Source: an optimization exercise on an open RTL-to-GDS flow (aim: small area and a short achievable clock period). Production flows keep margins and buffers that such runs may drop. No functional check of the RTL was part of any run shown here. Power figures rest on the tool's default switching activity, not on a simulated workload.

<file path="flow/design.v">
module multiplier_logic (
    input  wire        clk,
    input  wire        rst_n,
    input  wire [15:0] a,
    input  wire [15:0] b,
    output reg  [31:0] y
);
  reg r1_a0;
  reg r1_a1;
  reg r1_a2;
  reg r1_a3;
  reg r1_a4;
  reg r1_a5;
  reg r1_a6;
  reg r1_a7;
  reg r1_a8;
  reg r1_a9;
  reg r1_a10;
  reg r1_a11;
  reg r1_a12;
  reg r1_a13;
  reg r1_a14;
  reg r1_a15;
  reg r1_b15;
  reg r1_one1;
  reg r1_two2;
  reg r1_neg3;
  reg r1_one4;
  reg r1_two5;
  reg r1_neg6;
  reg r1_one7;
  reg r1_two8;
  reg r1_neg9;
  reg r1_one10;
  reg r1_two11;
  reg r1_neg12;
  reg r1_one13;
  reg r1_two14;
  reg r1_neg15;
  reg r1_one16;
  reg r1_two17;
  reg r1_neg18;
  reg r1_one19;
  reg r1_two20;
  reg r1_neg21;
  reg r1_one22;
  reg r1_two23;
  reg r1_neg24;
  reg r2_s193;
  reg r2_s195;
  reg r2_s199;
  reg r2_c200;
  reg r2_s201;
  reg r2_p63;
  reg r2_s203;
  reg r2_c202;
  reg r2_c204;
  reg r2_s205;
  reg r2_s207;
  reg r2_s209;
  reg r2_c210;
  reg r2_s213;
  reg r2_c214;
  reg r2_s219;
  reg r2_c218;
  reg r2_s221;
  reg r2_c220;
  reg r2_s223;
  reg r2_s227;
  reg r2_c224;
  reg r2_s229;
  reg r2_s233;
  reg r2_c230;
  reg r2_s235;
  reg r2_c236;
  reg r2_s241;
  reg r2_s243;
  reg r2_s245;
  reg r2_s247;
  reg r2_c242;
  reg r2_c244;
  reg r2_s249;
  reg r2_s253;
  reg r2_s255;
  reg r2_c250;
  reg r2_s257;
  reg r2_s261;
  reg r2_c258;
  reg r2_s263;
  reg r2_s265;
  reg r2_s269;
  reg r2_s271;
  reg r2_c264;
  reg r2_c266;
  reg r2_s273;
  reg r2_s279;
  reg r2_c274;
  reg r2_s281;
  reg r2_s283;
  reg r2_c282;
  reg r2_c284;
  reg r2_s291;
  reg r2_s293;
  reg r2_s297;
  reg r2_c292;
  reg r2_c294;
  reg r2_s299;
  reg r2_s301;
  reg r2_c300;
  reg r2_c302;
  reg r2_s307;
  reg r2_s309;
  reg r2_s311;
  reg r2_s313;
  reg r2_c308;
  reg r2_c310;
  reg r2_s315;
  reg r2_s317;
  reg r2_s319;
  reg r2_c316;
  reg r2_s321;
  reg r2_s325;
  reg r2_c322;
  reg r2_s327;
  reg r2_s331;
  reg r2_c328;
  reg r2_s333;
  reg r2_c332;
  reg r2_s335;
  reg r2_c334;
  reg r2_s337;
  reg r2_s339;
  reg r2_c338;
  reg r2_s341;
  reg r2_c342;
  reg r2_s345;
  reg r2_c346;
  reg r2_s349;
  reg r2_c348;
  reg r2_s351;
  reg r2_c350;
  reg r2_c352;
  reg r2_s353;
  reg r2_s355;
  reg r3_r2_s193;
  reg r3_r2_s195;
  reg r3_r2_s199;
  reg r3_s357;
  reg r3_s361;
  reg r3_s365;
  reg r3_c366;
  reg r3_s367;
  reg r3_r2_c210;
  reg r3_r2_s213;
  reg r3_c368;
  reg r3_r2_c214;
  reg r3_r2_s219;
  reg r3_r2_s223;
  reg r3_s369;
  reg r3_c370;
  reg r3_s371;
  reg r3_c372;
  reg r3_s373;
  reg r3_c374;
  reg r3_s375;
  reg r3_s377;
  reg r3_s379;
  reg r3_c380;
  reg r3_s383;
  reg r3_c384;
  reg r3_s387;
  reg r3_s393;
  reg r3_c392;
  reg r3_s397;
  reg r3_c394;
  reg r3_c398;
  reg r3_s401;
  reg r3_s407;
  reg r3_c406;
  reg r3_s411;
  reg r3_c408;
  reg r3_s417;
  reg r3_c416;
  reg r3_s421;
  reg r3_c418;
  reg r3_s425;
  reg r3_c424;
  reg r3_s427;
  reg r3_c426;
  reg r3_s431;
  reg r3_s435;
  reg r3_s437;
  reg r3_c436;
  reg r3_s439;
  reg r3_s441;
  reg r3_c440;
  reg r3_s443;
  reg r3_r2_s355;
  reg r3_c444;
  wire one1 = b[0] ^ 1'b0;
  wire two2 = (b[1] & ~b[0] & ~1'b0) | (~b[1] & b[0] & 1'b0);
  wire neg3 = b[1];
  wire one4 = b[2] ^ b[1];
  wire two5 = (b[3] & ~b[2] & ~b[1]) | (~b[3] & b[2] & b[1]);
  wire neg6 = b[3];
  wire one7 = b[4] ^ b[3];
  wire two8 = (b[5] & ~b[4] & ~b[3]) | (~b[5] & b[4] & b[3]);
  wire neg9 = b[5];
  wire one10 = b[6] ^ b[5];
  wire two11 = (b[7] & ~b[6] & ~b[5]) | (~b[7] & b[6] & b[5]);
  wire neg12 = b[7];
  wire one13 = b[8] ^ b[7];
  wire two14 = (b[9] & ~b[8] & ~b[7]) | (~b[9] & b[8] & b[7]);
  wire neg15 = b[9];
  wire one16 = b[10] ^ b[9];
  wire two17 = (b[11] & ~b[10] & ~b[9]) | (~b[11] & b[10] & b[9]);
  wire neg18 = b[11];
  wire one19 = b[12] ^ b[11];
  wire two20 = (b[13] & ~b[12] & ~b[11]) | (~b[13] & b[12] & b[11]);
  wire neg21 = b[13];
  wire one22 = b[14] ^ b[13];
  wire two23 = (b[15] & ~b[14] & ~b[13]) | (~b[15] & b[14] & b[13]);
  wire neg24 = b[15];
  wire p25 = ((r1_one1 & r1_a0) | (r1_two2 & 1'b0)) ^ r1_neg3;
  wire p26 = ((r1_one1 & r1_a1) | (r1_two2 & r1_a0)) ^ r1_neg3;
  wire p27 = ((r1_one1 & r1_a2) | (r1_two2 & r1_a1)) ^ r1_neg3;
  wire p28 = ((r1_one1 & r1_a3) | (r1_two2 & r1_a2)) ^ r1_neg3;
  wire p29 = ((r1_one1 & r1_a4) | (r1_two2 & r1_a3)) ^ r1_neg3;
  wire p30 = ((r1_one1 & r1_a5) | (r1_two2 & r1_a4)) ^ r1_neg3;
  wire p31 = ((r1_one1 & r1_a6) | (r1_two2 & r1_a5)) ^ r1_neg3;
  wire p32 = ((r1_one1 & r1_a7) | (r1_two2 & r1_a6)) ^ r1_neg3;
  wire p33 = ((r1_one1 & r1_a8) | (r1_two2 & r1_a7)) ^ r1_neg3;
  wire p34 = ((r1_one1 & r1_a9) | (r1_two2 & r1_a8)) ^ r1_neg3;
  wire p35 = ((r1_one1 & r1_a10) | (r1_two2 & r1_a9)) ^ r1_neg3;
  wire p36 = ((r1_one1 & r1_a11) | (r1_two2 & r1_a10)) ^ r1_neg3;
  wire p37 = ((r1_one1 & r1_a12) | (r1_two2 & r1_a11)) ^ r1_neg3;
  wire p38 = ((r1_one1 & r1_a13) | (r1_two2 & r1_a12)) ^ r1_neg3;
  wire p39 = ((r1_one1 & r1_a14) | (r1_two2 & r1_a13)) ^ r1_neg3;
  wire p40 = ((r1_one1 & r1_a15) | (r1_two2 & r1_a14)) ^ r1_neg3;
  wire p41 = ((r1_one1 & 1'b0) | (r1_two2 & r1_a15)) ^ r1_neg3;
  wire ns42 = ~r1_neg3;
  wire ng43 = r1_neg3;
  wire p44 = ((r1_one4 & r1_a0) | (r1_two5 & 1'b0)) ^ r1_neg6;
  wire p45 = ((r1_one4 & r1_a1) | (r1_two5 & r1_a0)) ^ r1_neg6;
  wire p46 = ((r1_one4 & r1_a2) | (r1_two5 & r1_a1)) ^ r1_neg6;
  wire p47 = ((r1_one4 & r1_a3) | (r1_two5 & r1_a2)) ^ r1_neg6;
  wire p48 = ((r1_one4 & r1_a4) | (r1_two5 & r1_a3)) ^ r1_neg6;
  wire p49 = ((r1_one4 & r1_a5) | (r1_two5 & r1_a4)) ^ r1_neg6;
  wire p50 = ((r1_one4 & r1_a6) | (r1_two5 & r1_a5)) ^ r1_neg6;
  wire p51 = ((r1_one4 & r1_a7) | (r1_two5 & r1_a6)) ^ r1_neg6;
  wire p52 = ((r1_one4 & r1_a8) | (r1_two5 & r1_a7)) ^ r1_neg6;
  wire p53 = ((r1_one4 & r1_a9) | (r1_two5 & r1_a8)) ^ r1_neg6;
  wire p54 = ((r1_one4 & r1_a10) | (r1_two5 & r1_a9)) ^ r1_neg6;
  wire p55 = ((r1_one4 & r1_a11) | (r1_two5 & r1_a10)) ^ r1_neg6;
  wire p56 = ((r1_one4 & r1_a12) | (r1_two5 & r1_a11)) ^ r1_neg6;
  wire p57 = ((r1_one4 & r1_a13) | (r1_two5 & r1_a12)) ^ r1_neg6;
  wire p58 = ((r1_one4 & r1_a14) | (r1_two5 & r1_a13)) ^ r1_neg6;
  wire p59 = ((r1_one4 & r1_a15) | (r1_two5 & r1_a14)) ^ r1_neg6;
  wire p60 = ((r1_one4 & 1'b0) | (r1_two5 & r1_a15)) ^ r1_neg6;
  wire ns61 = ~r1_neg6;
  wire ng62 = r1_neg6;
  wire p63 = ((r1_one7 & r1_a0) | (r1_two8 & 1'b0)) ^ r1_neg9;
  wire p64 = ((r1_one7 & r1_a1) | (r1_two8 & r1_a0)) ^ r1_neg9;
  wire p65 = ((r1_one7 & r1_a2) | (r1_two8 & r1_a1)) ^ r1_neg9;
  wire p66 = ((r1_one7 & r1_a3) | (r1_two8 & r1_a2)) ^ r1_neg9;
  wire p67 = ((r1_one7 & r1_a4) | (r1_two8 & r1_a3)) ^ r1_neg9;
  wire p68 = ((r1_one7 & r1_a5) | (r1_two8 & r1_a4)) ^ r1_neg9;
  wire p69 = ((r1_one7 & r1_a6) | (r1_two8 & r1_a5)) ^ r1_neg9;
  wire p70 = ((r1_one7 & r1_a7) | (r1_two8 & r1_a6)) ^ r1_neg9;
  wire p71 = ((r1_one7 & r1_a8) | (r1_two8 & r1_a7)) ^ r1_neg9;
  wire p72 = ((r1_one7 & r1_a9) | (r1_two8 & r1_a8)) ^ r1_neg9;
  wire p73 = ((r1_one7 & r1_a10) | (r1_two8 & r1_a9)) ^ r1_neg9;
  wire p74 = ((r1_one7 & r1_a11) | (r1_two8 & r1_a10)) ^ r1_neg9;
  wire p75 = ((r1_one7 & r1_a12) | (r1_two8 & r1_a11)) ^ r1_neg9;
  wire p76 = ((r1_one7 & r1_a13) | (r1_two8 & r1_a12)) ^ r1_neg9;
  wire p77 = ((r1_one7 & r1_a14) | (r1_two8 & r1_a13)) ^ r1_neg9;
  wire p78 = ((r1_one7 & r1_a15) | (r1_two8 & r1_a14)) ^ r1_neg9;
  wire p79 = ((r1_one7 & 1'b0) | (r1_two8 & r1_a15)) ^ r1_neg9;
  wire ns80 = ~r1_neg9;
  wire ng81 = r1_neg9;
  wire p82 = ((r1_one10 & r1_a0) | (r1_two11 & 1'b0)) ^ r1_neg12;
  wire p83 = ((r1_one10 & r1_a1) | (r1_two11 & r1_a0)) ^ r1_neg12;
  wire p84 = ((r1_one10 & r1_a2) | (r1_two11 & r1_a1)) ^ r1_neg12;
  wire p85 = ((r1_one10 & r1_a3) | (r1_two11 & r1_a2)) ^ r1_neg12;
  wire p86 = ((r1_one10 & r1_a4) | (r1_two11 & r1_a3)) ^ r1_neg12;
  wire p87 = ((r1_one10 & r1_a5) | (r1_two11 & r1_a4)) ^ r1_neg12;
  wire p88 = ((r1_one10 & r1_a6) | (r1_two11 & r1_a5)) ^ r1_neg12;
  wire p89 = ((r1_one10 & r1_a7) | (r1_two11 & r1_a6)) ^ r1_neg12;
  wire p90 = ((r1_one10 & r1_a8) | (r1_two11 & r1_a7)) ^ r1_neg12;
  wire p91 = ((r1_one10 & r1_a9) | (r1_two11 & r1_a8)) ^ r1_neg12;
  wire p92 = ((r1_one10 & r1_a10) | (r1_two11 & r1_a9)) ^ r1_neg12;
  wire p93 = ((r1_one10 & r1_a11) | (r1_two11 & r1_a10)) ^ r1_neg12;
  wire p94 = ((r1_one10 & r1_a12) | (r1_two11 & r1_a11)) ^ r1_neg12;
  wire p95 = ((r1_one10 & r1_a13) | (r1_two11 & r1_a12)) ^ r1_neg12;
  wire p96 = ((r1_one10 & r1_a14) | (r1_two11 & r1_a13)) ^ r1_neg12;
  wire p97 = ((r1_one10 & r1_a15) | (r1_two11 & r1_a14)) ^ r1_neg12;
  wire p98 = ((r1_one10 & 1'b0) | (r1_two11 & r1_a15)) ^ r1_neg12;
  wire ns99 = ~r1_neg12;
  wire ng100 = r1_neg12;
  wire p101 = ((r1_one13 & r1_a0) | (r1_two14 & 1'b0)) ^ r1_neg15;
  wire p102 = ((r1_one13 & r1_a1) | (r1_two14 & r1_a0)) ^ r1_neg15;
  wire p103 = ((r1_one13 & r1_a2) | (r1_two14 & r1_a1)) ^ r1_neg15;
  wire p104 = ((r1_one13 & r1_a3) | (r1_two14 & r1_a2)) ^ r1_neg15;
  wire p105 = ((r1_one13 & r1_a4) | (r1_two14 & r1_a3)) ^ r1_neg15;
  wire p106 = ((r1_one13 & r1_a5) | (r1_two14 & r1_a4)) ^ r1_neg15;
  wire p107 = ((r1_one13 & r1_a6) | (r1_two14 & r1_a5)) ^ r1_neg15;
  wire p108 = ((r1_one13 & r1_a7) | (r1_two14 & r1_a6)) ^ r1_neg15;
  wire p109 = ((r1_one13 & r1_a8) | (r1_two14 & r1_a7)) ^ r1_neg15;
  wire p110 = ((r1_one13 & r1_a9) | (r1_two14 & r1_a8)) ^ r1_neg15;
  wire p111 = ((r1_one13 & r1_a10) | (r1_two14 & r1_a9)) ^ r1_neg15;
  wire p112 = ((r1_one13 & r1_a11) | (r1_two14 & r1_a10)) ^ r1_neg15;
  wire p113 = ((r1_one13 & r1_a12) | (r1_two14 & r1_a11)) ^ r1_neg15;
  wire p114 = ((r1_one13 & r1_a13) | (r1_two14 & r1_a12)) ^ r1_neg15;
  wire p115 = ((r1_one13 & r1_a14) | (r1_two14 & r1_a13)) ^ r1_neg15;
  wire p116 = ((r1_one13 & r1_a15) | (r1_two14 & r1_a14)) ^ r1_neg15;
  wire p117 = ((r1_one13 & 1'b0) | (r1_two14 & r1_a15)) ^ r1_neg15;
  wire ns118 = ~r1_neg15;
  wire ng119 = r1_neg15;
  wire p120 = ((r1_one16 & r1_a0) | (r1_two17 & 1'b0)) ^ r1_neg18;
  wire p121 = ((r1_one16 & r1_a1) | (r1_two17 & r1_a0)) ^ r1_neg18;
  wire p122 = ((r1_one16 & r1_a2) | (r1_two17 & r1_a1)) ^ r1_neg18;
  wire p123 = ((r1_one16 & r1_a3) | (r1_two17 & r1_a2)) ^ r1_neg18;
  wire p124 = ((r1_one16 & r1_a4) | (r1_two17 & r1_a3)) ^ r1_neg18;
  wire p125 = ((r1_one16 & r1_a5) | (r1_two17 & r1_a4)) ^ r1_neg18;
  wire p126 = ((r1_one16 & r1_a6) | (r1_two17 & r1_a5)) ^ r1_neg18;
  wire p127 = ((r1_one16 & r1_a7) | (r1_two17 & r1_a6)) ^ r1_neg18;
  wire p128 = ((r1_one16 & r1_a8) | (r1_two17 & r1_a7)) ^ r1_neg18;
  wire p129 = ((r1_one16 & r1_a9) | (r1_two17 & r1_a8)) ^ r1_neg18;
  wire p130 = ((r1_one16 & r1_a10) | (r1_two17 & r1_a9)) ^ r1_neg18;
  wire p131 = ((r1_one16 & r1_a11) | (r1_two17 & r1_a10)) ^ r1_neg18;
  wire p132 = ((r1_one16 & r1_a12) | (r1_two17 & r1_a11)) ^ r1_neg18;
  wire p133 = ((r1_one16 & r1_a13) | (r1_two17 & r1_a12)) ^ r1_neg18;
  wire p134 = ((r1_one16 & r1_a14) | (r1_two17 & r1_a13)) ^ r1_neg18;
  wire p135 = ((r1_one16 & r1_a15) | (r1_two17 & r1_a14)) ^ r1_neg18;
  wire p136 = ((r1_one16 & 1'b0) | (r1_two17 & r1_a15)) ^ r1_neg18;
  wire ns137 = ~r1_neg18;
  wire ng138 = r1_neg18;
  wire p139 = ((r1_one19 & r1_a0) | (r1_two20 & 1'b0)) ^ r1_neg21;
  wire p140 = ((r1_one19 & r1_a1) | (r1_two20 & r1_a0)) ^ r1_neg21;
  wire p141 = ((r1_one19 & r1_a2) | (r1_two20 & r1_a1)) ^ r1_neg21;
  wire p142 = ((r1_one19 & r1_a3) | (r1_two20 & r1_a2)) ^ r1_neg21;
  wire p143 = ((r1_one19 & r1_a4) | (r1_two20 & r1_a3)) ^ r1_neg21;
  wire p144 = ((r1_one19 & r1_a5) | (r1_two20 & r1_a4)) ^ r1_neg21;
  wire p145 = ((r1_one19 & r1_a6) | (r1_two20 & r1_a5)) ^ r1_neg21;
  wire p146 = ((r1_one19 & r1_a7) | (r1_two20 & r1_a6)) ^ r1_neg21;
  wire p147 = ((r1_one19 & r1_a8) | (r1_two20 & r1_a7)) ^ r1_neg21;
  wire p148 = ((r1_one19 & r1_a9) | (r1_two20 & r1_a8)) ^ r1_neg21;
  wire p149 = ((r1_one19 & r1_a10) | (r1_two20 & r1_a9)) ^ r1_neg21;
  wire p150 = ((r1_one19 & r1_a11) | (r1_two20 & r1_a10)) ^ r1_neg21;
  wire p151 = ((r1_one19 & r1_a12) | (r1_two20 & r1_a11)) ^ r1_neg21;
  wire p152 = ((r1_one19 & r1_a13) | (r1_two20 & r1_a12)) ^ r1_neg21;
  wire p153 = ((r1_one19 & r1_a14) | (r1_two20 & r1_a13)) ^ r1_neg21;
  wire p154 = ((r1_one19 & r1_a15) | (r1_two20 & r1_a14)) ^ r1_neg21;
  wire p155 = ((r1_one19 & 1'b0) | (r1_two20 & r1_a15)) ^ r1_neg21;
  wire ns156 = ~r1_neg21;
  wire ng157 = r1_neg21;
  wire p158 = ((r1_one22 & r1_a0) | (r1_two23 & 1'b0)) ^ r1_neg24;
  wire p159 = ((r1_one22 & r1_a1) | (r1_two23 & r1_a0)) ^ r1_neg24;
  wire p160 = ((r1_one22 & r1_a2) | (r1_two23 & r1_a1)) ^ r1_neg24;
  wire p161 = ((r1_one22 & r1_a3) | (r1_two23 & r1_a2)) ^ r1_neg24;
  wire p162 = ((r1_one22 & r1_a4) | (r1_two23 & r1_a3)) ^ r1_neg24;
  wire p163 = ((r1_one22 & r1_a5) | (r1_two23 & r1_a4)) ^ r1_neg24;
  wire p164 = ((r1_one22 & r1_a6) | (r1_two23 & r1_a5)) ^ r1_neg24;
  wire p165 = ((r1_one22 & r1_a7) | (r1_two23 & r1_a6)) ^ r1_neg24;
  wire p166 = ((r1_one22 & r1_a8) | (r1_two23 & r1_a7)) ^ r1_neg24;
  wire p167 = ((r1_one22 & r1_a9) | (r1_two23 & r1_a8)) ^ r1_neg24;
  wire p168 = ((r1_one22 & r1_a10) | (r1_two23 & r1_a9)) ^ r1_neg24;
  wire p169 = ((r1_one22 & r1_a11) | (r1_two23 & r1_a10)) ^ r1_neg24;
  wire p170 = ((r1_one22 & r1_a12) | (r1_two23 & r1_a11)) ^ r1_neg24;
  wire p171 = ((r1_one22 & r1_a13) | (r1_two23 & r1_a12)) ^ r1_neg24;
  wire p172 = ((r1_one22 & r1_a14) | (r1_two23 & r1_a13)) ^ r1_neg24;
  wire p173 = ((r1_one22 & r1_a15) | (r1_two23 & r1_a14)) ^ r1_neg24;
  wire p174 = ((r1_one22 & 1'b0) | (r1_two23 & r1_a15)) ^ r1_neg24;
  wire ns175 = ~r1_neg24;
  wire ng176 = r1_neg24;
  wire p177 = r1_a0 & r1_b15;
  wire p178 = r1_a1 & r1_b15;
  wire p179 = r1_a2 & r1_b15;
  wire p180 = r1_a3 & r1_b15;
  wire p181 = r1_a4 & r1_b15;
  wire p182 = r1_a5 & r1_b15;
  wire p183 = r1_a6 & r1_b15;
  wire p184 = r1_a7 & r1_b15;
  wire p185 = r1_a8 & r1_b15;
  wire p186 = r1_a9 & r1_b15;
  wire p187 = r1_a10 & r1_b15;
  wire p188 = r1_a11 & r1_b15;
  wire p189 = r1_a12 & r1_b15;
  wire p190 = r1_a13 & r1_b15;
  wire p191 = r1_a14 & r1_b15;
  wire p192 = r1_a15 & r1_b15;
  wire s193 = ng43 ^ p25;
  wire c194 = ng43 & p25;
  wire s195 = p26 ^ c194;
  wire c196 = p26 & c194;
  wire s197, c198;
  mult_fa u_s197 (.x(ng62), .y(p27), .z(p44), .s(s197), .c(c198));
  wire s199 = c196 ^ s197;
  wire c200 = c196 & s197;
  wire s201, c202;
  mult_fa u_s201 (.x(p28), .y(p45), .z(c198), .s(s201), .c(c202));
  wire s203, c204;
  mult_fa u_s203 (.x(ng81), .y(p29), .z(p46), .s(s203), .c(c204));
  wire s205, c206;
  mult_fa u_s205 (.x(p30), .y(p47), .z(p64), .s(s205), .c(c206));
  wire s207, c208;
  mult_fa u_s207 (.x(ng100), .y(p31), .z(p48), .s(s207), .c(c208));
  wire s209, c210;
  mult_fa u_s209 (.x(p65), .y(p82), .z(c206), .s(s209), .c(c210));
  wire s211, c212;
  mult_fa u_s211 (.x(p32), .y(p49), .z(p66), .s(s211), .c(c212));
  wire s213, c214;
  mult_fa u_s213 (.x(p83), .y(c208), .z(s211), .s(s213), .c(c214));
  wire s215, c216;
  mult_fa u_s215 (.x(ng119), .y(p101), .z(p33), .s(s215), .c(c216));
  wire s217, c218;
  mult_fa u_s217 (.x(p50), .y(p67), .z(p84), .s(s217), .c(c218));
  wire s219, c220;
  mult_fa u_s219 (.x(c212), .y(s215), .z(s217), .s(s219), .c(c220));
  wire s221, c222;
  mult_fa u_s221 (.x(p102), .y(p34), .z(p51), .s(s221), .c(c222));
  wire s223, c224;
  mult_fa u_s223 (.x(p68), .y(p85), .z(c216), .s(s223), .c(c224));
  wire s225, c226;
  mult_fa u_s225 (.x(ng138), .y(p103), .z(p120), .s(s225), .c(c226));
  wire s227, c228;
  mult_fa u_s227 (.x(p35), .y(p52), .z(p69), .s(s227), .c(c228));
  wire s229, c230;
  mult_fa u_s229 (.x(p86), .y(c222), .z(s225), .s(s229), .c(c230));
  wire s231, c232;
  mult_fa u_s231 (.x(p104), .y(p121), .z(p36), .s(s231), .c(c232));
  wire s233, c234;
  mult_fa u_s233 (.x(p53), .y(p70), .z(p87), .s(s233), .c(c234));
  wire s235, c236;
  mult_fa u_s235 (.x(c226), .y(c228), .z(s231), .s(s235), .c(c236));
  wire s237, c238;
  mult_fa u_s237 (.x(ng157), .y(p105), .z(p122), .s(s237), .c(c238));
  wire s239, c240;
  mult_fa u_s239 (.x(p139), .y(p37), .z(p54), .s(s239), .c(c240));
  wire s241, c242;
  mult_fa u_s241 (.x(p71), .y(p88), .z(c232), .s(s241), .c(c242));
  wire s243, c244;
  mult_fa u_s243 (.x(c234), .y(s237), .z(s239), .s(s243), .c(c244));
  wire s245, c246;
  mult_fa u_s245 (.x(p106), .y(p123), .z(p140), .s(s245), .c(c246));
  wire s247, c248;
  mult_fa u_s247 (.x(p38), .y(p55), .z(p72), .s(s247), .c(c248));
  wire s249, c250;
  mult_fa u_s249 (.x(p89), .y(c238), .z(c240), .s(s249), .c(c250));
  wire s251, c252;
  mult_fa u_s251 (.x(ng176), .y(p107), .z(p124), .s(s251), .c(c252));
  wire s253, c254;
  mult_fa u_s253 (.x(p141), .y(p158), .z(p39), .s(s253), .c(c254));
  wire s255, c256;
  mult_fa u_s255 (.x(p56), .y(p73), .z(p90), .s(s255), .c(c256));
  wire s257, c258;
  mult_fa u_s257 (.x(c246), .y(c248), .z(s251), .s(s257), .c(c258));
  wire s259, c260;
  mult_fa u_s259 (.x(p108), .y(p125), .z(p142), .s(s259), .c(c260));
  wire s261, c262;
  mult_fa u_s261 (.x(p159), .y(p40), .z(p57), .s(s261), .c(c262));
  wire s263, c264;
  mult_fa u_s263 (.x(p74), .y(p91), .z(c252), .s(s263), .c(c264));
  wire s265, c266;
  mult_fa u_s265 (.x(c254), .y(c256), .z(s259), .s(s265), .c(c266));
  wire s267, c268;
  mult_fa u_s267 (.x(p177), .y(p109), .z(p126), .s(s267), .c(c268));
  wire s269, c270;
  mult_fa u_s269 (.x(p143), .y(p160), .z(p41), .s(s269), .c(c270));
  wire s271, c272;
  mult_fa u_s271 (.x(p58), .y(p75), .z(p92), .s(s271), .c(c272));
  wire s273, c274;
  mult_fa u_s273 (.x(c260), .y(c262), .z(s267), .s(s273), .c(c274));
  wire s275, c276;
  mult_fa u_s275 (.x(1'b1), .y(ns42), .z(p178), .s(s275), .c(c276));
  wire s277, c278;
  mult_fa u_s277 (.x(p110), .y(p127), .z(p144), .s(s277), .c(c278));
  wire s279, c280;
  mult_fa u_s279 (.x(p161), .y(p59), .z(p76), .s(s279), .c(c280));
  wire s281, c282;
  mult_fa u_s281 (.x(p93), .y(s275), .z(c268), .s(s281), .c(c282));
  wire s283, c284;
  mult_fa u_s283 (.x(c270), .y(c272), .z(s277), .s(s283), .c(c284));
  wire s285, c286;
  mult_fa u_s285 (.x(1'b1), .y(p179), .z(p111), .s(s285), .c(c286));
  wire s287, c288;
  mult_fa u_s287 (.x(p128), .y(p145), .z(p162), .s(s287), .c(c288));
  wire s289, c290;
  mult_fa u_s289 (.x(p60), .y(p77), .z(p94), .s(s289), .c(c290));
  wire s291, c292;
  mult_fa u_s291 (.x(c276), .y(c278), .z(c280), .s(s291), .c(c292));
  wire s293, c294;
  mult_fa u_s293 (.x(s285), .y(s287), .z(s289), .s(s293), .c(c294));
  wire s295, c296;
  mult_fa u_s295 (.x(ns61), .y(p180), .z(p112), .s(s295), .c(c296));
  wire s297, c298;
  mult_fa u_s297 (.x(p129), .y(p146), .z(p163), .s(s297), .c(c298));
  wire s299, c300;
  mult_fa u_s299 (.x(p78), .y(p95), .z(c286), .s(s299), .c(c300));
  wire s301, c302;
  mult_fa u_s301 (.x(c288), .y(c290), .z(s295), .s(s301), .c(c302));
  wire s303, c304;
  mult_fa u_s303 (.x(1'b1), .y(p181), .z(p113), .s(s303), .c(c304));
  wire s305, c306;
  mult_fa u_s305 (.x(p130), .y(p147), .z(p164), .s(s305), .c(c306));
  wire s307, c308;
  mult_fa u_s307 (.x(p79), .y(p96), .z(c296), .s(s307), .c(c308));
  wire s309, c310;
  mult_fa u_s309 (.x(c298), .y(s303), .z(s305), .s(s309), .c(c310));
  wire s311, c312;
  mult_fa u_s311 (.x(ns80), .y(p182), .z(p114), .s(s311), .c(c312));
  wire s313, c314;
  mult_fa u_s313 (.x(p131), .y(p148), .z(p165), .s(s313), .c(c314));
  wire s315, c316;
  mult_fa u_s315 (.x(p97), .y(c304), .z(c306), .s(s315), .c(c316));
  wire s317, c318;
  mult_fa u_s317 (.x(1'b1), .y(p183), .z(p115), .s(s317), .c(c318));
  wire s319, c320;
  mult_fa u_s319 (.x(p132), .y(p149), .z(p166), .s(s319), .c(c320));
  wire s321, c322;
  mult_fa u_s321 (.x(p98), .y(c312), .z(c314), .s(s321), .c(c322));
  wire s323, c324;
  mult_fa u_s323 (.x(ns99), .y(p184), .z(p116), .s(s323), .c(c324));
  wire s325, c326;
  mult_fa u_s325 (.x(p133), .y(p150), .z(p167), .s(s325), .c(c326));
  wire s327, c328;
  mult_fa u_s327 (.x(c318), .y(c320), .z(s323), .s(s327), .c(c328));
  wire s329, c330;
  mult_fa u_s329 (.x(1'b1), .y(p185), .z(p117), .s(s329), .c(c330));
  wire s331, c332;
  mult_fa u_s331 (.x(p134), .y(p151), .z(p168), .s(s331), .c(c332));
  wire s333, c334;
  mult_fa u_s333 (.x(c324), .y(c326), .z(s329), .s(s333), .c(c334));
  wire s335, c336;
  mult_fa u_s335 (.x(ns118), .y(p186), .z(p135), .s(s335), .c(c336));
  wire s337, c338;
  mult_fa u_s337 (.x(p152), .y(p169), .z(c330), .s(s337), .c(c338));
  wire s339, c340;
  mult_fa u_s339 (.x(1'b1), .y(p187), .z(p136), .s(s339), .c(c340));
  wire s341, c342;
  mult_fa u_s341 (.x(p153), .y(p170), .z(c336), .s(s341), .c(c342));
  wire s343, c344;
  mult_fa u_s343 (.x(ns137), .y(p188), .z(p154), .s(s343), .c(c344));
  wire s345, c346;
  mult_fa u_s345 (.x(p171), .y(c340), .z(s343), .s(s345), .c(c346));
  wire s347, c348;
  mult_fa u_s347 (.x(1'b1), .y(p189), .z(p155), .s(s347), .c(c348));
  wire s349, c350;
  mult_fa u_s349 (.x(p172), .y(c344), .z(s347), .s(s349), .c(c350));
  wire s351, c352;
  mult_fa u_s351 (.x(ns156), .y(p190), .z(p173), .s(s351), .c(c352));
  wire s353, c354;
  mult_fa u_s353 (.x(1'b1), .y(p191), .z(p174), .s(s353), .c(c354));
  wire s355, c356;
  mult_fa u_s355 (.x(ns175), .y(p192), .z(c354), .s(s355), .c(c356));
  wire s357 = r2_c200 ^ r2_s201;
  wire c358 = r2_c200 & r2_s201;
  wire s359, c360;
  mult_fa u_s359 (.x(r2_c202), .y(r2_p63), .z(r2_s203), .s(s359), .c(c360));
  wire s361 = c358 ^ s359;
  wire c362 = c358 & s359;
  wire s363, c364;
  mult_fa u_s363 (.x(r2_c204), .y(r2_s205), .z(c360), .s(s363), .c(c364));
  wire s365 = c362 ^ s363;
  wire c366 = c362 & s363;
  wire s367, c368;
  mult_fa u_s367 (.x(r2_s207), .y(r2_s209), .z(c364), .s(s367), .c(c368));
  wire s369, c370;
  mult_fa u_s369 (.x(r2_c218), .y(r2_c220), .z(r2_s221), .s(s369), .c(c370));
  wire s371, c372;
  mult_fa u_s371 (.x(r2_c224), .y(r2_s227), .z(r2_s229), .s(s371), .c(c372));
  wire s373, c374;
  mult_fa u_s373 (.x(r2_c230), .y(r2_s233), .z(r2_s235), .s(s373), .c(c374));
  wire s375, c376;
  mult_fa u_s375 (.x(r2_c236), .y(r2_s241), .z(r2_s243), .s(s375), .c(c376));
  wire s377, c378;
  mult_fa u_s377 (.x(r2_c242), .y(r2_c244), .z(r2_s245), .s(s377), .c(c378));
  wire s379, c380;
  mult_fa u_s379 (.x(r2_s247), .y(r2_s249), .z(c376), .s(s379), .c(c380));
  wire s381, c382;
  mult_fa u_s381 (.x(r2_c250), .y(r2_s253), .z(r2_s255), .s(s381), .c(c382));
  wire s383, c384;
  mult_fa u_s383 (.x(r2_s257), .y(c378), .z(s381), .s(s383), .c(c384));
  wire s385, c386;
  mult_fa u_s385 (.x(r2_c258), .y(r2_s261), .z(r2_s263), .s(s385), .c(c386));
  wire s387, c388;
  mult_fa u_s387 (.x(r2_s265), .y(c382), .z(s385), .s(s387), .c(c388));
  wire s389, c390;
  mult_fa u_s389 (.x(r2_c264), .y(r2_c266), .z(r2_s269), .s(s389), .c(c390));
  wire s391, c392;
  mult_fa u_s391 (.x(r2_s271), .y(r2_s273), .z(c386), .s(s391), .c(c392));
  wire s393, c394;
  mult_fa u_s393 (.x(s389), .y(c388), .z(s391), .s(s393), .c(c394));
  wire s395, c396;
  mult_fa u_s395 (.x(r2_c274), .y(r2_s279), .z(r2_s281), .s(s395), .c(c396));
  wire s397, c398;
  mult_fa u_s397 (.x(r2_s283), .y(c390), .z(s395), .s(s397), .c(c398));
  wire s399, c400;
  mult_fa u_s399 (.x(r2_c282), .y(r2_c284), .z(r2_s291), .s(s399), .c(c400));
  wire s401, c402;
  mult_fa u_s401 (.x(r2_s293), .y(c396), .z(s399), .s(s401), .c(c402));
  wire s403, c404;
  mult_fa u_s403 (.x(r2_c292), .y(r2_c294), .z(r2_s297), .s(s403), .c(c404));
  wire s405, c406;
  mult_fa u_s405 (.x(r2_s299), .y(r2_s301), .z(c400), .s(s405), .c(c406));
  wire s407, c408;
  mult_fa u_s407 (.x(s403), .y(c402), .z(s405), .s(s407), .c(c408));
  wire s409, c410;
  mult_fa u_s409 (.x(r2_c300), .y(r2_c302), .z(r2_s307), .s(s409), .c(c410));
  wire s411, c412;
  mult_fa u_s411 (.x(r2_s309), .y(c404), .z(s409), .s(s411), .c(c412));
  wire s413, c414;
  mult_fa u_s413 (.x(r2_c308), .y(r2_c310), .z(r2_s311), .s(s413), .c(c414));
  wire s415, c416;
  mult_fa u_s415 (.x(r2_s313), .y(r2_s315), .z(c410), .s(s415), .c(c416));
  wire s417, c418;
  mult_fa u_s417 (.x(s413), .y(c412), .z(s415), .s(s417), .c(c418));
  wire s419, c420;
  mult_fa u_s419 (.x(r2_c316), .y(r2_s317), .z(r2_s319), .s(s419), .c(c420));
  wire s421, c422;
  mult_fa u_s421 (.x(r2_s321), .y(c414), .z(s419), .s(s421), .c(c422));
  wire s423, c424;
  mult_fa u_s423 (.x(r2_c322), .y(r2_s325), .z(r2_s327), .s(s423), .c(c424));
  wire s425, c426;
  mult_fa u_s425 (.x(c420), .y(s423), .z(c422), .s(s425), .c(c426));
  wire s427, c428;
  mult_fa u_s427 (.x(r2_c328), .y(r2_s331), .z(r2_s333), .s(s427), .c(c428));
  wire s429, c430;
  mult_fa u_s429 (.x(r2_c332), .y(r2_c334), .z(r2_s335), .s(s429), .c(c430));
  wire s431, c432;
  mult_fa u_s431 (.x(r2_s337), .y(c428), .z(s429), .s(s431), .c(c432));
  wire s433, c434;
  mult_fa u_s433 (.x(r2_c338), .y(r2_s339), .z(r2_s341), .s(s433), .c(c434));
  wire s435, c436;
  mult_fa u_s435 (.x(c430), .y(s433), .z(c432), .s(s435), .c(c436));
  wire s437, c438;
  mult_fa u_s437 (.x(r2_c342), .y(r2_s345), .z(c434), .s(s437), .c(c438));
  wire s439, c440;
  mult_fa u_s439 (.x(r2_c346), .y(r2_s349), .z(c438), .s(s439), .c(c440));
  wire s441, c442;
  mult_fa u_s441 (.x(r2_c348), .y(r2_c350), .z(r2_s351), .s(s441), .c(c442));
  wire s443, c444;
  mult_fa u_s443 (.x(r2_c352), .y(r2_s353), .z(c442), .s(s443), .c(c444));
  wire s445 = r3_c368 ^ r3_r2_c210;
  wire c446 = r3_c368 & r3_r2_c210;
  wire s447 = r3_r2_c214 ^ r3_r2_s219;
  wire c448 = r3_r2_c214 & r3_r2_s219;
  wire s449 = r3_r2_s223 ^ r3_s369;
  wire c450 = r3_r2_s223 & r3_s369;
  wire s451 = r3_c370 ^ r3_s371;
  wire c452 = r3_c370 & r3_s371;
  wire s453 = r3_c372 ^ r3_s373;
  wire c454 = r3_c372 & r3_s373;
  wire s455 = r3_c374 ^ r3_s375;
  wire c456 = r3_c374 & r3_s375;
  wire s457 = r3_s377 ^ r3_s379;
  wire c458 = r3_s377 & r3_s379;
  wire s459 = r3_c380 ^ r3_s383;
  wire c460 = r3_c380 & r3_s383;
  wire s461 = r3_c384 ^ r3_s387;
  wire c462 = r3_c384 & r3_s387;
  wire s463 = r3_c392 ^ r3_c394;
  wire c464 = r3_c392 & r3_c394;
  wire s465 = r3_c398 ^ r3_s401;
  wire c466 = r3_c398 & r3_s401;
  wire s467 = r3_c406 ^ r3_c408;
  wire c468 = r3_c406 & r3_c408;
  wire s469 = r3_c416 ^ r3_c418;
  wire c470 = r3_c416 & r3_c418;
  wire s471 = r3_c424 ^ r3_c426;
  wire c472 = r3_c424 & r3_c426;
  wire [31:0] ra = {r3_c444, r3_s443, r3_c440, r3_s439, r3_c436, r3_s435, r3_s431, r3_s427, r3_s425, r3_s421, r3_s417, r3_s411, r3_s407, c464, r3_s397, r3_s393, c460, c458, c456, c454, c452, c450, c448, c446, r3_r2_s213, r3_c366, r3_s365, r3_s361, r3_s357, r3_r2_s199, r3_r2_s195, r3_r2_s193};
  wire [31:0] rb = {r3_r2_s355, 1'b0, r3_s441, 1'b0, r3_s437, 1'b0, c472, s471, c470, s469, c468, s467, c466, s465, s463, c462, s461, s459, s457, s455, s453, s451, s449, s447, s445, r3_s367, 1'b0, 1'b0, 1'b0, 1'b0, 1'b0, 1'b0};
  wire [31:0] prod = ra + rb;
  reg [31:0] q4;
  always @(posedge clk) q4 <= prod;
  always @(posedge clk) begin
    r1_a0 <= a[0];
    r1_a1 <= a[1];
    r1_a2 <= a[2];
    r1_a3 <= a[3];
    r1_a4 <= a[4];
    r1_a5 <= a[5];
    r1_a6 <= a[6];
    r1_a7 <= a[7];
    r1_a8 <= a[8];
    r1_a9 <= a[9];
    r1_a10 <= a[10];
    r1_a11 <= a[11];
    r1_a12 <= a[12];
    r1_a13 <= a[13];
    r1_a14 <= a[14];
    r1_a15 <= a[15];
    r1_b15 <= b[15];
    r1_one1 <= one1;
    r1_two2 <= two2;
    r1_neg3 <= neg3;
    r1_one4 <= one4;
    r1_two5 <= two5;
    r1_neg6 <= neg6;
    r1_one7 <= one7;
    r1_two8 <= two8;
    r1_neg9 <= neg9;
    r1_one10 <= one10;
    r1_two11 <= two11;
    r1_neg12 <= neg12;
    r1_one13 <= one13;
    r1_two14 <= two14;
    r1_neg15 <= neg15;
    r1_one16 <= one16;
    r1_two17 <= two17;
    r1_neg18 <= neg18;
    r1_one19 <= one19;
    r1_two20 <= two20;
    r1_neg21 <= neg21;
    r1_one22 <= one22;
    r1_two23 <= two23;
    r1_neg24 <= neg24;
    r2_s193 <= s193;
    r2_s195 <= s195;
    r2_s199 <= s199;
    r2_c200 <= c200;
    r2_s201 <= s201;
    r2_p63 <= p63;
    r2_s203 <= s203;
    r2_c202 <= c202;
    r2_c204 <= c204;
    r2_s205 <= s205;
    r2_s207 <= s207;
    r2_s209 <= s209;
    r2_c210 <= c210;
    r2_s213 <= s213;
    r2_c214 <= c214;
    r2_s219 <= s219;
    r2_c218 <= c218;
    r2_s221 <= s221;
    r2_c220 <= c220;
    r2_s223 <= s223;
    r2_s227 <= s227;
    r2_c224 <= c224;
    r2_s229 <= s229;
    r2_s233 <= s233;
    r2_c230 <= c230;
    r2_s235 <= s235;
    r2_c236 <= c236;
    r2_s241 <= s241;
    r2_s243 <= s243;
    r2_s245 <= s245;
    r2_s247 <= s247;
    r2_c242 <= c242;
    r2_c244 <= c244;
    r2_s249 <= s249;
    r2_s253 <= s253;
    r2_s255 <= s255;
    r2_c250 <= c250;
    r2_s257 <= s257;
    r2_s261 <= s261;
    r2_c258 <= c258;
    r2_s263 <= s263;
    r2_s265 <= s265;
    r2_s269 <= s269;
    r2_s271 <= s271;
    r2_c264 <= c264;
    r2_c266 <= c266;
    r2_s273 <= s273;
    r2_s279 <= s279;
    r2_c274 <= c274;
    r2_s281 <= s281;
    r2_s283 <= s283;
    r2_c282 <= c282;
    r2_c284 <= c284;
    r2_s291 <= s291;
    r2_s293 <= s293;
    r2_s297 <= s297;
    r2_c292 <= c292;
    r2_c294 <= c294;
    r2_s299 <= s299;
    r2_s301 <= s301;
    r2_c300 <= c300;
    r2_c302 <= c302;
    r2_s307 <= s307;
    r2_s309 <= s309;
    r2_s311 <= s311;
    r2_s313 <= s313;
    r2_c308 <= c308;
    r2_c310 <= c310;
    r2_s315 <= s315;
    r2_s317 <= s317;
    r2_s319 <= s319;
    r2_c316 <= c316;
    r2_s321 <= s321;
    r2_s325 <= s325;
    r2_c322 <= c322;
    r2_s327 <= s327;
    r2_s331 <= s331;
    r2_c328 <= c328;
    r2_s333 <= s333;
    r2_c332 <= c332;
    r2_s335 <= s335;
    r2_c334 <= c334;
    r2_s337 <= s337;
    r2_s339 <= s339;
    r2_c338 <= c338;
    r2_s341 <= s341;
    r2_c342 <= c342;
    r2_s345 <= s345;
    r2_c346 <= c346;
    r2_s349 <= s349;
    r2_c348 <= c348;
    r2_s351 <= s351;
    r2_c350 <= c350;
    r2_c352 <= c352;
    r2_s353 <= s353;
    r2_s355 <= s355;
    r3_r2_s193 <= r2_s193;
    r3_r2_s195 <= r2_s195;
    r3_r2_s199 <= r2_s199;
    r3_s357 <= s357;
    r3_s361 <= s361;
    r3_s365 <= s365;
    r3_c366 <= c366;
    r3_s367 <= s367;
    r3_r2_c210 <= r2_c210;
    r3_r2_s213 <= r2_s213;
    r3_c368 <= c368;
    r3_r2_c214 <= r2_c214;
    r3_r2_s219 <= r2_s219;
    r3_r2_s223 <= r2_s223;
    r3_s369 <= s369;
    r3_c370 <= c370;
    r3_s371 <= s371;
    r3_c372 <= c372;
    r3_s373 <= s373;
    r3_c374 <= c374;
    r3_s375 <= s375;
    r3_s377 <= s377;
    r3_s379 <= s379;
    r3_c380 <= c380;
    r3_s383 <= s383;
    r3_c384 <= c384;
    r3_s387 <= s387;
    r3_s393 <= s393;
    r3_c392 <= c392;
    r3_s397 <= s397;
    r3_c394 <= c394;
    r3_c398 <= c398;
    r3_s401 <= s401;
    r3_s407 <= s407;
    r3_c406 <= c406;
    r3_s411 <= s411;
    r3_c408 <= c408;
    r3_s417 <= s417;
    r3_c416 <= c416;
    r3_s421 <= s421;
    r3_c418 <= c418;
    r3_s425 <= s425;
    r3_c424 <= c424;
    r3_s427 <= s427;
    r3_c426 <= c426;
    r3_s431 <= s431;
    r3_s435 <= s435;
    r3_s437 <= s437;
    r3_c436 <= c436;
    r3_s439 <= s439;
    r3_s441 <= s441;
    r3_c440 <= c440;
    r3_s443 <= s443;
    r3_r2_s355 <= r2_s355;
    r3_c444 <= c444;
  end
  reg [3:0] v;
  always @(posedge clk) begin
    if (!rst_n) begin
      v <= 4'd0;
      y <= 32'd0;
    end else begin
      v <= {v[2:0], 1'b1};
      y <= v[3] ? q4 : 32'd0;
    end
  end
endmodule
module mult_fa (input wire x, input wire y, input wire z, output wire s, output wire c);
  assign s = x ^ y ^ z;
  assign c = (x & y) | (x & z) | (y & z);
endmodule
</file>
<file path="flow/run.sh">
#!/bin/bash
# synth_recipe.tcl (not shown) runs the flow's synth.tcl, then flattens the netlist and writes it again
# the make line also repeats each setting of config.mk as NAME=value (left out here)
make -C /OpenROAD-flow-scripts/flow DESIGN_CONFIG=/design/flow/config.mk WORK_HOME=/design/flow/orfs CLKGATE_MAP_FILE= SYNTH_SCRIPT=/design/flow/synth_recipe.tcl finish
</file>
<file path="flow/config.mk">
export PLATFORM = sky130hd
export DESIGN_NAME = multiplier_logic
export DESIGN_NICKNAME = multiplier_logic
export VERILOG_FILES = /design/flow/design.v
export SDC_FILE = /design/flow/constraint.sdc
export NUM_CORES = 4
export LEC_CHECK = 0
export CAP_MARGIN = 20
export CORE_MARGIN = 2
export CORE_UTILIZATION = 40
export SETUP_SLACK_MARGIN = 2.5
export SLEW_MARGIN = 20
export SYNTH_HIERARCHICAL = 1
export SYNTH_MINIMUM_KEEP_SIZE = 0
</file>
<file path="flow/constraint.sdc">
create_clock -name core_clock -period 4.5 [get_ports {clk}]
set_input_delay 0.9000 -clock core_clock [delete_from_list [all_inputs] [get_ports {clk}]]
set_output_delay 0.9000 -clock core_clock [all_outputs]
set_load 0.01 [all_outputs]
</file>
==> results.tsv, run 1 <==
metric	value	unit
status	finished clean	
final.min_clock_period	2330	ps
fmax	0.428	GHz
worst_pin_slew	946	ps
synth-edff-count	0	
drv_cap	0	
ant_nets	0	
drt_iter0_drc	667	
seq_area_frac_synth	42.5	%
post_drt_wl_per_cell	18.0	microns
cts_max_level	1	
fp.dieW	179	microns
grt_max_degree	37	
grtUsageTotal	16.7	%
synth_top_area_share	42.5	%
cp.arrival	2730	ps
synth_top_family_by_area	adder cells	
dp_slack	2010	ps
clk_latency	550	ps
rsz0062_at_grt	yes	
crit_type	flop to flop	
hold_viol_final	0	
synth_adder_area_share	24.0	%
rows	63	
drv_slew	0	
async_reset_ff_share	0	%
first_pass_iters	6	
cts.path.max_buffers	3	
ys_types	55	
synth_compound_gate_area_share	11.8	%
grt_pass1_vias	7552	
hp-class	flop to flop	
top_regs	q4: 32 flops, y: 32 flops, v: 4 flops	
p_leak	0.00589	uW
syn_inst	1038	
nets	1305	
wirelength	27400	microns
synth_top_area_cell	dfxtp_1	
cts-root-buf	clkbuf_16	
dp.final_hpwl	17800	microns
synth_area	0.0122	sq mm
synth-simple-area-share	6.75	%
holdBufCountCts	0	
power.density	713	mW/mm^2
relSlewSlack	36.7	%
fin_tns_setup	0	ps
synth_xor_area_share	11.4	%
boundaryPins	66	
clk_pin_slew	60	ps
grt-ovfl-total	0	
crit_fanout	5	
ir_drop	0.000351	V
grt_pass1_wl	41800	microns
globalplace.congestion	0.878	
utilization	50.0	%
cts_sinks	259	
core-area	0.0299	sq mm
via_per_inst	5.08	
synthMuxAreaShare	0	%
synth_area_leaders	dfxtp_1 42%, fa_1 20%, xnor2_1 11%	
ys.flop_type	dfxtp_1	
synthMostInstantiatedCell	dfxtp_1	
crit_path_start_kind	flop	
finalWorstSetupSlack	2170	ps
ys_top_cells_by_count	259 x dfxtp_1, 147 x xnor2_1, 121 x fa_1	
syn_avg_cell_area	11.8	sq um
vias	7731	
fin_area	0.0149	sq mm
cts-buffers-inserted	28	
yosysWarnings	7	
r2r_slack	2170	ps
cts_tree	built	
initial_utilization	40.9	%
clock_skew	30.5	ps
die-area	0.0319	sq mm
fillCellCount	2606	
antenna_found_initial	0	
ys_ff_latch	259	
drc	0	
place_area	0.0131	sq mm
antenna_cells	0	
syn_to_final_growth	22.4	%
end_kind	flop	
die_height	179	microns
io_buffers	65	
timing.final.crit_share	51.9	%
drive_above_1_share	22.4	%
setup_viol	0	
critPathRequiredTime	4900	ps
-- through the flow --
step | total power (uW) | hold slack [ps] | instances
after floorplan | 6540 | 310 | 1045
after global placement | 7480 | 312 | 1413
after detailed placement | 7580 | 312 | 1413
after CTS | 10200 | 325 | 1470
after global routing | 11500 | 328 | 1521
final | 10700 | 325 | 1521
-- cells by family after synthesis --
| family | after synthesis |
|---|---|
| AND/OR/NAND/NOR | 150 |
| adder cells (fa/ha/maj) | 162 |
| XOR/XNOR | 159 |
| flip-flops | 259 |
| buffers and inverters | 111 |
| other | 1 |
| AO/OA/AOI/OAI | 196 |
-- report_power, final --
group | internal [uW] | total (uW) | switching [uW]
Combinational | 2350 | 4760 | 2410
Clock | 1370 | 2270 | 894
Sequential | 3150 | 3630 | 483
-- routing by layer --
metal | vias to the layer above | track usage [%] | wire [microns] | share of wire [%]
met1 | 3699 | 24.7 | 12900 | 47
met5 | - | 0 | 0 | 0
met2 | 324 | 24.7 | 11700 | 43
met3 | 65 | 3.12 | 2130 | 7.8
li1 | 3643 | - | - | -
met4 | 0 | 5.42 | 713 | 2.6
-- Yosys stat by module (local to each module, per instance) --
module,cells,cell area (sq um)
mult_fa,1,20.0
multiplier_logic,918,9810
-- final cells by class --
cell class | instances | area (sq um) | share of cell area (%)
clock buffers | 38 | 810 | 5.42
well taps | 390 | 488 | 3.26
clock inverters | 14 | 130 | 0.870
multi-input cells | 675 | 7070 | 47.3
repair buffers | 125 | 1040 | 6.96
flip-flops and latches | 259 | 5340 | 35.7
inverters | 20 | 75.1 | 0.502
-- worst max-delay path, stage by stage (launching register included) --
cell,delay (ps)
dfxtp_2,330
ha_4,270
inv_2,30
fa_2,340
nand2b_4,150
a21o_1,200
a211o_4,370
a21boi_4,230
a311o_1,200
o211ai_1,80
-- cells in the final DEF (no fill, tap or decap), types with 9 or more instances in the layout --
cell             count
clkdlybuf4s50_1     33
nor2_1              13
a21oi_1             15
ha_1                25
and3_1              35
fa_1               116
nand3b_1             9
clkbuf_2            17
nand2_1             32
inv_1               19
xor2_1              12
clkbuf_16           29
buf_4               49
xnor2_1            141
o21ai_0             11
dfxtp_1            214
dfxtp_4             39
a22oi_2             13
and2_1              20
ha_4                14
buf_2                9
a22oi_1            107
-- what timing repair did --
item	CTS	global route
pin swaps	17	43
setup buffers	5	51
hold endpoints to repair	0	0
gates resized for setup	178	99
setup endpoints to repair	117	76
-- path summary, 6_finish.rpt --
kind | startpoint | depth (start not counted) | endpoint
max reg2reg | r3_c368$_DFF_P_ | 9 | q4[24]$_DFF_P_
min | r2_s199$_DFF_P_ | 0 | r3_r2_s199$_DFF_P_
min reg2reg | r2_s199$_DFF_P_ | 0 | r3_r2_s199$_DFF_P_
max | r3_c368$_DFF_P_ | 9 | q4[24]$_DFF_P_
==> run 2: changes to the inputs <==
--- a/flow/design.v
+++ b/flow/design.v
@@ -673,5 +673,8 @@
   wire [31:0] rb = {r3_r2_s355, 1'b0, r3_s441, 1'b0, r3_s437, 1'b0, c472, s471, c470, s469, c468, s467, c466, s465, s463, c462, s461, s459, s457, s455, s453, s451, s449, s447, s445, r3_s367, 1'b0, 1'b0, 1'b0, 1'b0, 1'b0, 1'b0};
-  wire [31:0] prod = ra + rb;
-  reg [31:0] q4;
-  always @(posedge clk) q4 <= prod;
+  wire [18:0] plo = ra[17:0] + rb[17:0];
+  reg [18:0] r4_plo;
+  reg [13:0] r4_ha, r4_hb;
+  always @(posedge clk) begin r4_plo <= plo; r4_ha <= ra[31:18]; r4_hb <= rb[31:18]; end
+  wire [13:0] phi = r4_ha + r4_hb + r4_plo[18];
+  wire [31:0] prod = {phi, r4_plo[17:0]};
   always @(posedge clk) begin
@@ -877,3 +880,3 @@
       v <= {v[2:0], 1'b1};
-      y <= v[3] ? q4 : 32'd0;
+      y <= v[3] ? prod : 32'd0;
     end
==> run 2 against run 1 <==
Against the previous run:
- utilization grew 0.25 points
- via count shrank 2.5%
- worst setup slack improved by 260 ps
- synthesized cell count is 3.9% lower
- sequential share of layout area grew 1.5 points
- critical endpoint is now y[22]$_SDFF_PN0_
==> results.tsv, run 2 <==
metric	value	unit	change
status	finished clean		
io_buffers	65		unchanged
fin_tns_setup	0	ps	unchanged
synth-edff-count	0		unchanged
rows	63		unchanged
synth_top_area_cell	dfxtp_1		
end_kind	flop		
cts_tree	built		
timing.final.crit_share	46.0	%	-5.9 points
wirelength	27200	microns	-0.83%
hold_viol_final	0		unchanged
antenna_cells	0		unchanged
worst_pin_slew	600	ps	-346 ps
antenna_found_initial	1		+1
crit_type	flop to flop		
post_drt_wl_per_cell	18.2	microns	+0.83%
drv_cap	0		unchanged
synthMostInstantiatedCell	dfxtp_1		
syn_to_final_growth	23.1	%	
initial_utilization	40.9	%	about the same
core-area	0.0298	sq mm	-0.26%
fillCellCount	2669		+2.4%
cpPeakStageDelay	400	ps	+30 ps
ys_ff_latch	271		+4.6%
drv_slew	0		unchanged
cts_sinks	271		+4.6%
grtUsageTotal	16.2	%	-0.57 points
final.min_clock_period	2070	ps	-265 ps
hp-class	flop to flop		
finalNonFillerCells	1496		-1.6%
dp.final_hpwl	16800	microns	-5.7%
syn_avg_cell_area	12.2	sq um	+3.8%
clk_latency	540	ps	about the same
final_common_cell	dfxtp_1		
drc	0		unchanged
cts.path.max_buffers	3		unchanged
critPathRequiredTime	4920	ps	+20 ps
syn_inst	997		-3.9%
drt_iter0_drc	547		-18%
crit_path_start_kind	flop		
cts_max_level	1		unchanged
synth_area	0.0122	sq mm	-0.33%
clock_skew	17.1	ps	-13.4 ps
drive_above_1_share	24.1	%	+1.8 points
slowest_stage	fa_2		
seq_area_frac_synth	44.6	%	+2.1 points
grt_pass1_vias	7492		-0.79%
clk_pin_slew	60	ps	about the same
largest_reg_flops	32		
ys_top_cells_by_count	271 x dfxtp_1, 147 x xnor2_1, 123 x fa_1		
rsz0062_at_grt	yes		
ys.flop_type	dfxtp_1		
grt-ovfl-total	0		unchanged
cts-buffers-inserted	28		unchanged
setup_viol	0		unchanged
power.density	651	mW/mm^2	-8.6%
final_cell_mix	227 x dfxtp_1, 140 x xnor2_1, 109 x fa_1		
first_pass_iters	5		-1
top_register	y		
relSlewSlack	59.9	%	+23 points
holdBufCountCts	0		unchanged
via_per_inst	5.04		-0.89%
dp_slack	1910	ps	-96.0 ps
top_regs	y: 32 flops, r4_plo: 19 flops, r4_ha: 14 flops		
grt_max_degree	36		-2.7%
ant_nets	0		unchanged
crit_path_cell_trace	fa_2 > fa_2 > a21oi_4 > o21bai_2 > buf_4 > buf_4 > buf_4 > xnor2_1 > nor2_1		
die_height	178	microns	-0.16%
async_reset_ff_share	0	%	unchanged
finalWorstSetupSlack	2430	ps	+265 ps
yosysWarnings	7		unchanged
synth_area_leaders	dfxtp_1 45%, fa_1 20%, xnor2_1 11%		
die-area	0.0318	sq mm	-0.32%
cts-root-buf	clkbuf_16		
nets	1284		-1.6%
synth_top_area_share	44.6	%	+2.1 points
worst_path_most_repeated_cell	buf_4		
p_leak	0.00597	uW	+1.3%
ys_types	47		-15%
globalplace.congestion	0.824		-6.1%
grt_pass1_wl	40500	microns	-3.2%
fp.dieW	178	microns	-0.16%
cp.arrival	2490	ps	-240 ps
vias	7536		-2.5%
ir_drop	0.000391	V	+11%
fmax	0.483	GHz	+13%
boundaryPins	66		unchanged
crit_fanout	2		-3
dp.cells	1378		-2.5%
[run 2: cell count changes after synthesis, sizes merged, moves of 4 or more]
cell   change
dfxtp     +12
nor2b      -4
nand2      -8
a21oi      -7
nor3       -4
inv        -8
and3      -11
mux2i      +4
[run 2: through the flow]
step / power (uW) / hold slack (ps) / util, % / cell area, sq um
floorplan: 6090 / 310 / - / 12400
global placement: 6920 / 312 / 43.9 / 13100
detailed placement: 7000 / 312 / 43.9 / 13100
CTS: 9530 / 323 / 47.9 / 14300
global route: 10500 / 325 / 50.3 / 15000
finish: 9760 / 322 / 50.3 / 15000
[run 2: final cells by class]
class / instances / area, sq um / area share [%]
multi-input cells: 634 / 6760 / 45.1
flip-flops and latches: 271 / 5570 / 37.2
repair buffers: 140 / 1160 / 7.76
clock buffers: 36 / 791 / 5.28
well taps: 390 / 488 / 3.26
clock inverters: 13 / 168 / 1.12
inverters: 12 / 45.0 / 0.301
[run 2: worst paths after layout]
path / from / end / slack (ps) / cells after the start
worst min-delay path: r2_c210$_DFF_P_ / r3_r2_c210$_DFF_P_ / 320 / 0
worst max register to register: r4_hb[0]$_DFF_P_ / y[22]$_SDFF_PN0_ / 2430 / 9
worst min register to register: r2_c210$_DFF_P_ / r3_r2_c210$_DFF_P_ / 320 / 0
worst max-delay path: r4_hb[0]$_DFF_P_ / y[22]$_SDFF_PN0_ / 2430 / 9
[run 2: timing repair]
| item | 4_1_cts | 5_1_grt |
|---|---|---|
| buffers inserted | 6 | 63 |
| resized for setup | 177 | 107 |
| pin swaps | 7 | 43 |
| setup endpoints to repair | 107 | 65 |
[run 2: power breakdown]
group	internal (uW)	leakage (uW)	switching [uW]
combinational	1830	0.00321	1820
clock	1410	0.000469	926
sequential	3290	0.00229	476
total	6540	0.00597	3220
[run 2: worst max-delay path: cells and delay by family (launching register included)]
kind                       cells  cell delay [ps]
adders and majority gates      2              780
buffers and inverters          3              380
DFF                            1              320
AOI/OAI and AO/OA              2              280
xor gates and xnor gates       1              130
and+or+nand+nor                1               50
[run 2: per-module statistics from Yosys, one instance, submodules excluded]
module,cells inside,times used
mult_fa,1,120
multiplier_logic,877,1
[run 2: cell families (layout without fill, tap and decap cells)]
family,count (synthesis),after routing,share of synthesized area (%)
xor+xnor,157,157,11.3
fa+ha+maj,163,163,24.3
buf+inv,99,201,3.13
compound gates,178,178,10.7
other cells,1,8,0.0308
mux,4,4,0.329
flops,271,271,44.6
simple gates,124,124,5.57
[run 2: per-layer routing]
metal / global-route usage [%] / up-vias / share of wire [%]
met5: 0 / - / 0
met4: 5.56 / 0 / 3.5
met3: 2.90 / 72 / 8.1
met2: 24.1 / 331 / 44
met1: 23.6 / 3607 / 44
li1: - / 3526 / -
==> run 3: changes to the inputs <==
--- a/flow/design.v
+++ b/flow/design.v
@@ -673,8 +673,8 @@
   wire [31:0] rb = {r3_r2_s355, 1'b0, r3_s441, 1'b0, r3_s437, 1'b0, c472, s471, c470, s469, c468, s467, c466, s465, s463, c462, s461, s459, s457, s455, s453, s451, s449, s447, s445, r3_s367, 1'b0, 1'b0, 1'b0, 1'b0, 1'b0, 1'b0};
-  wire [18:0] plo = ra[17:0] + rb[17:0];
-  reg [18:0] r4_plo;
-  reg [13:0] r4_ha, r4_hb;
-  always @(posedge clk) begin r4_plo <= plo; r4_ha <= ra[31:18]; r4_hb <= rb[31:18]; end
-  wire [13:0] phi = r4_ha + r4_hb + r4_plo[18];
-  wire [31:0] prod = {phi, r4_plo[17:0]};
+  wire [22:0] plo = ra[21:0] + rb[21:0];
+  reg [22:0] r4_plo;
+  reg [9:0] r4_ha, r4_hb;
+  always @(posedge clk) begin r4_plo <= plo; r4_ha <= ra[31:22]; r4_hb <= rb[31:22]; end
+  wire [9:0] phi = r4_ha + r4_hb + r4_plo[22];
+  wire [31:0] prod = {phi, r4_plo[21:0]};
   always @(posedge clk) begin
==> run 3 against run 2 <==
Against the previous run:
- still clean on timing, DRC and antenna
- count of clock-buffer cells in the layout is the same
- via count grew 0.16%
- power grew 3.2%
- global-route usage grew 0.19 points
- clock power is essentially flat
- sequential power shrank 2%
- critical path type unchanged
- largest power group is now combinational logic
- highest routed layer unchanged
==> results.tsv, run 3 <==
metric	value	unit	change
slowest_stage	dfxtp_4		
antenna_cells	0		unchanged
top_register	y		
worst_path_most_repeated_cell	fa_1		
crit_type	flop to flop		
final_common_cell	dfxtp_1		
cts-root-buf	clkbuf_16		
r2r-end	r2_c284$_DFF_P_		
grt-ovfl-total	0		unchanged
largest_reg_flops	32		unchanged
cts.path.max_buffers	3		unchanged
fp.dieW	179	microns	+0.37%
grt_pass1_wl	41100	microns	+1.6%
grtUsageMet2	25.1	%	+0.96 points
cts-buffers-inserted	29		+3.6%
final_cell_mix	226 x dfxtp_1, 140 x xnor2_1, 119 x a22oi_1		
grt_busiest_layer	met2		
ir_drop	0.000320	V	-18%
fmax	0.492	GHz	+1.7%
ff2ff_path_depth	5		-4
synthMuxAreaShare	0.0816	%	-0.25 points
dp_slack	1510	ps	-408 ps
crit_path_start_kind	flop		
synth_top_area_cell	dfxtp_1		
crit_path_cell_trace	buf_6 > a22oi_1 > xnor2_1 > fa_1 > fa_1		
grt_use_met3	3.77	%	+0.88 points
synth_area_leaders	dfxtp_1 44%, fa_1 20%, xnor2_1 10%		
cts_sinks	267		-1.5%
synth_compound_gate_area_share	11.2	%	+0.42 points
drc	0		unchanged
clk_pin_slew	60	ps	about the same
drv_cap	0		unchanged
initial_utilization	40.3	%	-0.55 points
syn_avg_cell_area	11.9	sq um	-2.5%
finalNonFillerCells	1497		+0.067%
synth-edff-count	0		unchanged
timing.final.crit_share	45.2	%	-0.78 points
crit_fanout	10		+8
io_buffers	65		unchanged
synth_adder_area_share	24.2	%	-0.18 points
grt_pass1_vias	7507		+0.20%
wirelength	26200	microns	-3.5%
end_kind	flop		
rows	64		+1.6%
globalplace.congestion	0.844		+2.4%
cp.arrival	2430	ps	-60 ps
nets	1277		-0.55%
core-area	0.0304	sq mm	+2.1%
grtUsageTotal	16.4	%	+0.19 points
timing.rr.start	r1_a8$_DFF_P_		
status	finished clean		
fin_tns_setup	0	ps	unchanged
final.min_clock_period	2030	ps	-35.0 ps
ys_top_cells_by_count	267 x dfxtp_1, 140 x xnor2_1, 123 x fa_1		
hold_end	r4_ha[6]$_DFF_P_		
top_regs	y: 32 flops, r4_plo: 23 flops, r4_ha: 10 flops		
setup_viol	0		unchanged
drt_iter0_drc	608		+11%
r2r_slack	2470	ps	+30 ps
antenna_found_initial	0		-1
ys_types	48		+2.1%
first_pass_iters	5		unchanged
synthMostInstantiatedCell	dfxtp_1		
synth_top_family_by_area	adder cells		
critPathRequiredTime	4900	ps	-20 ps
seq_area_frac_synth	43.6	%	-0.99 points
cts_tree	built		
async_reset_ff_share	0	%	unchanged
via_per_inst	5.04		about the same
vias	7548		+0.16%
ys_ff_latch	267		-1.5%
crit_buf_inv	1		-2
dp.cells	1410		+2.3%
post_drt_wl_per_cell	17.5	microns	-3.6%
min_from	r3_s439$_DFF_P_		
hold_viol_final	0		unchanged
finalWorstSetupSlack	2470	ps	+35.0 ps
ant_nets	0		unchanged
clk_latency	550	ps	about the same
clock_skew	26.8	ps	+9.68 ps
hold_depth	0		unchanged
p_leak	0.00580	uW	-2.9%
dp.final_hpwl	16900	microns	+0.65%
die-area	0.0321	sq mm	+0.75%
drive_above_1_share	17.4	%	-6.7 points
utilization	48.0	%	-2.3 points
rsz0062_at_grt	yes		
hp-class	flop to flop		
cpPeakStageDelay	460	ps	+60 ps
boundaryPins	66		unchanged
synth_top_area_share	43.6	%	-0.99 points
ys.flop_type	dfxtp_1		
syn_inst	1030		+3.3%
syn_to_final_growth	19.0	%	
synth_xor_area_share	10.9	%	-0.37 points
synth_area	0.0123	sq mm	+0.76%
die_height	179	microns	+0.37%
power.density	690	mW/mm^2	+5.9%
drv_slew	0		unchanged
critPathTopFamily	adder cells		
cts_max_level	1		unchanged
fillCellCount	2725		+2.1%
grt_max_degree	36		unchanged
synth-simple-area-share	6.34	%	+0.77 points
yosysWarnings	7		unchanged
use_met1	22.8	%	-0.73 points
hold-worst-slack	325	ps	+3.34 ps
[run 3: cell count changes after synthesis, moves of 4 or more]
cell | before | now
inv_1 | 12 | 24
buf_2 | 8 | 17
nor3_1 | 3 | 11
xnor2_1 | 147 | 140
o21ai_0 | 14 | 20
clkbuf_1 | 79 | 74
o211ai_1 | 1 | 6
dfxtp_1 | 271 | 267
[run 3: worst reg2reg max path, cell delays in order (launching register included)]
cell	delay (ps)
dfxtp_4	460
buf_6	210
a22oi_1	100
xnor2_1	200
fa_1	460
fa_1	450
[run 3: through the flow]
step / power, uW / cell area [sq um]
final: 10100 / 14600
after global routing: 10900 / 14600
after CTS: 9950 / 14300
after detailed placement: 7230 / 13100
after global placement: 7180 / 13100
after floorplan: 6310 / 12400
[run 3: final cells by class]
type                            instances  area (sq um)  area share (%)
Timing Repair Buffer                  104           853            5.84
Clock buffer                           36           782            5.36
Tap cell                              396           495            3.39
Sequential cell                       267          5490            37.6
Inverter                               24          90.1           0.617
Clock inverter                         16           189            1.29
Multi-Input combinational cell        654          6700            45.9
[run 3: cell families (layout without fill, tap and decap cells)]
group                      after synthesis  count (layout)
AOI/OAI and AO/OA                      190             190
other                                    1               8
DFF                                    267             267
muxes                                    1               1
and+or+nand+nor                        139             139
adders and majority gates              163             163
buffers and inverters                  116             180
xor gates and xnor gates               153             153
[run 3: modules after synthesis (local to each module, per instance)]
module	cells inside	copies in the design
multiplier_logic	910	1
mult_fa	1	120
[run 3: layer usage]
layer | vias to the layer above | routed length, microns
li1 | 3549 | -
met1 | 3665 | 11900
met2 | 284 | 11700
met3 | 50 | 2080
met4 | 0 | 595
met5 | - | 0
[run 3: how the worst max path moves through the flow]
stage                              end  slack, ps  depth (start not counted)       startpoint
floorplan              r2_s219$_DFF_P_       2460                          6  r1_one1$_DFF_P_
detailed placement    y[29]$_SDFF_PN0_       1510                          4            rst_n
global placement      y[29]$_SDFF_PN0_       1600                          4            rst_n
CTS                    r2_s293$_DFF_P_       2480                          4    r1_a6$_DFF_P_
global route        r4_plo[20]$_DFF_P_       2450                          7  r3_s377$_DFF_P_
finish                 r2_c284$_DFF_P_       2470                          5    r1_a8$_DFF_P_
[run 3: repair_timing]
action,CTS,global route
hold buffers,0,0
gates resized for setup,195,39
hold endpoints to repair,0,0
setup buffers,8,27
endpoints found under the setup margin,119,68
pin swaps,8,7
[run 3: where the power goes]
part	internal, uW	switching (uW)
clock	1410	946
sequential	3240	473
combinational	2000	2010
total	6640	3430

re-timing with driven ports:
The flow's constraints put no driver on any port. The routed layouts listed below were extracted and timed again, unchanged, in two steps.
Step 1: set_driving_cell puts a clkbuf_16 on clk and a buf_2 on each other input, an assumption about the parent block.
Step 2 times the ports against the registers' clock, not the clock port: input delays grow and output delays shrink by t, the midpoint of the rising clock arrivals with the driver on.
a / b / c = no drivers / after step 1 / after step 2; a / b = the first two.
| run | shift t [ns] | setup slack, ns |
|---|---|---|
| run 1 | 0.579 | 2.166 / 2.166 / 2.087 |
| run 2 | 0.585 | 2.430 / 2.430 / 2.385 |
| run 3 | 0.590 | 2.465 / 2.465 / 2.173 |
After both steps setup and hold are still met in every run listed.
